What follows belongs to an exercise in optimizing a design on an open flow for small area, a short achievable clock period and few clock cycles per item; a production flow would make more cautious choices.
RTL that was checked went through simulation tests only; none was proved equivalent to the original.
Power figures rest on the tool's default switching activity, not on a simulated workload.

## build 95
==> flow/design.v (excerpt) <==
module multiplier(
  output [63:0] prod,
  output busy,
  input [31:0] mc,
  input [31:0] mp,
  input clk,
  input rst,
  input start);
For scale: roughly 0.016 mm2 of cells after synthesis.
clock: 4.0 ns
lec_check: 0
abc_area: 1
cap_margin: 20
core_margin: 2
core_utilization: 55
cts_buf_list: sky130_fd_sc_hd__clkbuf_8
setup_slack_margin: 0.1
slew_margin: 20
synth_hierarchical: 1
synth_minimum_keep_size: 0
standard.sh (not shown) runs the stock make flow with config.mk's settings and CLKGATE_MAP_FILE= SYNTH_SCRIPT=/design/flow/synth_recipe.tcl, a recipe that flattens the netlist after the stock synthesis.
==> flow/flow/run.sh <==
#!/bin/bash
# Layout flow: the standard flow (standard synthesis and ORFS steps), except
# that the port buffers inserted before global placement are buf_2 cells
# instead of the delay-cell buffers ORFS picks by default. Every input and
# output port still gets its own buffer.
set -euo pipefail
export BUFFER_PORTS_ARGS="-buffer_cell sky130_fd_sc_hd__buf_2"
bash standard.sh finish > standard_flow.log 2>&1
Build 95 finished all stages; the layout is clean.
## Diff of input files: build 29 against build 95
--- a/flow/config.mk
+++ b/flow/config.mk
@@ -7,3 +7,2 @@
 export LEC_CHECK = 0
-export ABC_AREA = 1
 export CAP_MARGIN = 20
@@ -11,3 +10,2 @@
 export CORE_UTILIZATION = 55
-export CTS_BUF_LIST = sky130_fd_sc_hd__clkbuf_8
 export SETUP_SLACK_MARGIN = 0.1
### Flow results
| average footprint of a synthesized cell | lower: build 95 |. On area added between synthesis and finish, the higher figure sits with build 29, not build 95. Measured against each other, build 29 and build 95 differ in max-slew headroom at the worst pin, the higher figure coming from build 95. Comparing build 29 and build 95, the lower share of the core filled with cells is on build 95. Looking at switching share of power, build 29 sits 0.84 points below build 95. All-layer global routing usage (lower): build 95.
No functional check of the RTL was part of any run of this note.

========
## before
multiplier, a different RTL version from the one above (not shown whole).
Size: roughly 1300 cells after synthesis, ~150 flip-flops, about 130 I/O pins.
// multiplier
module multiplier(
  output [63:0] prod,
  output busy,
  input [31:0] mc,
  input [31:0] mp,
  input clk,
  input rst,
  input start);
Settings: LEC_CHECK=0, CAP_MARGIN=20, CORE_MARGIN=2, CORE_UTILIZATION=40, SETUP_SLACK_MARGIN=0.2, SLEW_MARGIN=20; clock period 4.0 ns.
Scripts as last shown in full above: flow/flow/run.sh
before | status: complete | timing, DRC, antenna: pass
Testbench counts of before, summed over its fixed seeds: cycles 12,800, items 3,200.
Changes in after relative to before:
Settings: SETUP_SLACK_MARGIN now 0.0, was 0.2.
Results
after: first-iteration DRC count 333 below before
Taking before as 1.0, after lands at 1.2 on largest net degree at the start of global routing.
after: via density per instance about 4% below before
As of after, power density normalized to cell area had risen by a few percent compared to before.
Looking at wire length across after and before, the one that comes out lower is after.

========
v51:
multiplier, a different RTL version from the one above (not shown whole).
Size in the first run: about 1,300 cells after synthesis.
clock: 4.0 ns
lec_check: 0
cap_margin: 20
core_margin: 2
core_utilization: 40
setup_slack_margin: 0.4
slew_margin: 20
run.sh (not shown) runs the stock make flow with config.mk's settings and CLKGATE_MAP_FILE= SYNTH_SCRIPT=/design/flow/synth_recipe.tcl, a recipe that flattens the netlist after the stock synthesis.
Stock flow here: none of the scripts above is used.
Per the final summary, v51 finished and its layout is clean on timing, DRC and antenna.
Testbench counts of v51, summed over its fixed seeds: cycles 12,800, items 3,200.
### v51 -> v31
# v51
export LEC_CHECK = 0
export CAP_MARGIN = 20
export CORE_MARGIN = 2
export CORE_UTILIZATION = 40
export SETUP_SLACK_MARGIN = 0.4
export SLEW_MARGIN = 20
create_clock -name core_clock -period 4.0 [get_ports {clk}]
# v31
export LEC_CHECK = 0
export CAP_MARGIN = 20
export CORE_MARGIN = 2
export CORE_UTILIZATION = 40
export SLEW_MARGIN = 20
create_clock -name core_clock -period 4.0 [get_ports {clk}]
### Flow results
v31: flow complete, layout not clean; failing: setup timing. Between v51 and v31, the clock insertion delay at the later pin of the skew report does not differ in any meaningful way. Clock-net power of v31 falls short of that of v51 by a few percent. Relative to v51, reg2reg setup slack has gone up in v31. In the flow results for v31 and v51, the combinational share of power is larger on v51. Higher stage delay of the slowest cell on the critical path was reported by v31, not v51.
Inputs modified between v31 and v42:
# v31
export LEC_CHECK = 0
export CAP_MARGIN = 20
export CORE_MARGIN = 2
export CORE_UTILIZATION = 40
export SLEW_MARGIN = 20
create_clock -name core_clock -period 4.0 [get_ports {clk}]
# v42
export LEC_CHECK = 0
export CAP_MARGIN = 20
export CORE_MARGIN = 2
export CORE_UTILIZATION = 65
export SETUP_SLACK_MARGIN = 0.4
export SLEW_MARGIN = 20
create_clock -name core_clock -period 4.0 [get_ports {clk}]
## What came out
Complete run, failing final checks: v31, reason setup timing.
Nothing crashed in v42 and all stages finished; the problem is that the final layout failed, the offending checks being setup timing.
Final hold slack, v31 and v42: larger value in v42
v42 vs v31: non-clock buffer count down in v42
v42 against v31; timing-limited maximum frequency is down by a few percent.
The shortest clock period the worst path allows after layout of v42 was inferior to that of v31.
v42 vs v31 on proportion of power drawn by the clock network: v42 is the lower one.
Comparing v31 with v42, the clock group power came out essentially unchanged.
Against v31, final wirelength in v42 rose by more than 10%.
Final estimated routing congestion in global placement came out higher on v42 than on v31.
| fraction of met3 tracks used by global routing | v42 vs v31 | 2.0 points higher |
When the final numbers for v31 and v42 were put side by side, the initial DRC count turned out to be smaller in v31.

========
multiplier, a different RTL version from the one above (not shown whole).
For scale: roughly 1500 cells after synthesis, about 170 flip-flops, ~130 I/O pins, roughly 16000 µm² of cells after synthesis.
## multiplier
module multiplier(
  output [63:0] prod,
  output busy,
  input [31:0] mc,
  input [31:0] mp,
  input clk,
  input rst,
  input start);
reg [31:0] M, S;
reg [30:0] C;
reg [23:0] Q;
reg [11:0] Ls, Lc;
reg t, cl, busy_r;
reg [1:0] cnt;
reg [5:0] d_one, d_two, d_neg;
wire fin = busy_r & (cnt == 2'd1);
wire it = start | busy_r;
wire dkeep = ~rst & (start | (busy_r & ~fin));   
function [17:0] dec;
  input [12:0] b;
  integer k;
  reg [5:0] o, w, n;
  begin
    for (k = 0; k < 6; k = k + 1) begin
      o[k] = b[2*k+1] ^ b[2*k];
      w[k] = (b[2*k+2] ^ b[2*k+1]) & ~(b[2*k+1] ^ b[2*k]);
      n[k] = b[2*k+2];
    end
    dec = {n, w, o};
  end
endfunction
wire [17:0] dec0 = dec({{mp[7:0], 4'd0}, 1'b0});
wire [17:0] decn = dec(busy_r ? Q[12:0] : {mp[19:7]});
wire [31:0] Me = busy_r ? M : mc;
wire [5:0] oe = busy_r ? d_one : dec0[5:0];
wire [5:0] we = busy_r ? d_two : dec0[11:6];
wire [5:0] ne = busy_r ? d_neg : dec0[17:12];
wire [31:0] Se = S & {32{busy_r}};
wire [30:0] Ce = C & {31{busy_r}};
wire te = t | ~busy_r;
wire [32:0] Mx = {Me[31], Me};
wire [33:0] Mx2 = {Mx, 1'b0};
wire [32:0] Mr = {M[31], M};
wire [33:0] Mr2 = {Mr, 1'b0};
wire [32:0] x0 = ({33{d_one[0]}} & Mr) | ({33{d_two[0]}} & Mr2[32:0]);
wire [32:0] p0 = x0 ^ {33{d_neg[0]}};
wire [33:0] pp0 = {~p0[32], p0};
wire [32:0] x1 = ({33{d_one[1]}} & Mr) | ({33{d_two[1]}} & Mr2[32:0]);
wire [32:0] p1 = x1 ^ {33{d_neg[1]}};
wire [33:0] pp1 = {~p1[32], p1};
wire [32:0] x2 = ({33{oe[2]}} & Mx) | ({33{we[2]}} & Mx2[32:0]);
wire [32:0] p2 = x2 ^ {33{ne[2]}};
wire [33:0] pp2 = {~p2[32], p2};
wire [32:0] x3 = ({33{oe[3]}} & Mx) | ({33{we[3]}} & Mx2[32:0]);
  ...
==> flow/config.mk <==
export PLATFORM = sky130hd
export DESIGN_NAME = multiplier
export DESIGN_NICKNAME = multiplier
export VERILOG_FILES = /design/flow/design.v
export SDC_FILE = /design/flow/constraint.sdc
export NUM_CORES = 4
export LEC_CHECK = 0
export CAP_MARGIN = 20
export CORE_MARGIN = 2
export CORE_UTILIZATION = 55
export CTS_BUF_LIST = sky130_fd_sc_hd__clkbuf_8
export SETUP_SLACK_MARGIN = 0.1
export SLEW_MARGIN = 20
export SYNTH_HIERARCHICAL = 1
export SYNTH_MINIMUM_KEEP_SIZE = 0
export TNS_END_PERCENT = 10
==> flow/constraint.sdc <==
create_clock -name core_clock -period 4.0 [get_ports {clk}]
set_input_delay 0.8000 -clock core_clock [delete_from_list [all_inputs] [get_ports {clk}]]
set_output_delay 0.8000 -clock core_clock [all_outputs]
set_load 0.01 [all_outputs]
standard.sh (not shown) runs the stock make flow with config.mk's settings and CLKGATE_MAP_FILE= SYNTH_SCRIPT=/design/flow/synth_recipe.tcl, a recipe that flattens the netlist after the stock synthesis.
Scripts as last shown in full above: flow/flow/run.sh
Testbench counts at the start, summed over its fixed seeds: cycles 9,600, items 3,200.
Change:
CTS_BUF_LIST = default   (was sky130_fd_sc_hd__clkbuf_8)
TNS_END_PERCENT = default   (was 10)
Result:
- The changed run finished clean
- critical path depth is unchanged
- final cell count hardly moves
- maximum frequency climbs by 2.0%
- sequential power shrinks by about 2%
- total power rose by 2.4%
Change:
CORE_UTILIZATION = 60   (was 55)
Result: Worst setup slack is worse by 0.026 ns. Critical path depth stays the same. Global-route usage came out higher by 3.3 points. Via count went up by about 1.7%. Sequential share of layout area goes down by 0.27 points. Total power grows by about 1.7%. Combinational power is about the same. Cell area went up by 1.1%. Wire length rose by about 1.4%.
Change:
CORE_UTILIZATION = 40   (was 60)
SETUP_SLACK_MARGIN = 0.05   (was 0.1)
Result: The new run completed with no timing, DRC or antenna violations. Setup slack is worse by 0.052 ns. Non-clock buffer count fell by 21. Routed wire length increases by about 0.7%. Maximum frequency decreases by about 1.3%. Sequential share of layout area increases by 0.12 points. Design area fell by 0.53%. Sequential power stays flat. Area after synthesis is unchanged. Clock power is about the same.

## afterwards: timing with drivers on the ports
Ports are ideal in the flow. The routed layouts listed here were re-timed in OpenROAD.
Step 1 assumes that a clkbuf_16 drives the clock port and a buf_2 every other input.
Step 2 times the ports against the registers' clock, not the clock port: input delays grow and output delays shrink by t, the midpoint of the rising clock arrivals with the driver on.
a / b / c = ideal ports / drivers / drivers and shift; a / b = the first two.
| run | t (ns) | setup slack, ns | worst setup path at the end |
|---|---|---|---|
| build 95 | 0.552 | 0.122 / 0.122 / -0.127 | input to register |
| build 29 | 0.489 | 0.088 / 0.088 / -0.268 | input to register |
| before | 0.495 | 0.166 / 0.113 / -0.216 | input to register |
| after | 0.501 | 0.086 / 0.034 / -0.370 | input to register |
| v51 | 0.484 | 0.057 / 0.007 / -0.016 | input to register |
| v31 | 0.480 | -0.025 / -0.074 / -0.330 | input to register |
| v42 | 0.492 | -0.252 / -0.302 / -0.076 | input to register |
| the first run of note 4 | 0.556 | 0.070 / 0.070 / -0.328 | input to register |
| the second run of note 4 | 0.495 | 0.148 / 0.148 / -0.236 | input to register |
| the third run of note 4 | 0.492 | 0.122 / 0.122 / -0.333 | input to register |
| the fourth run of note 4 | 0.526 | 0.070 / 0.018 / -0.305 | input to register |
Met with ideal ports but missed after step 2: setup timing in 9 of these runs. For after, which loses most, drivers alone change the setup slack by -0.052 ns; drivers and shift together by -0.456 ns.
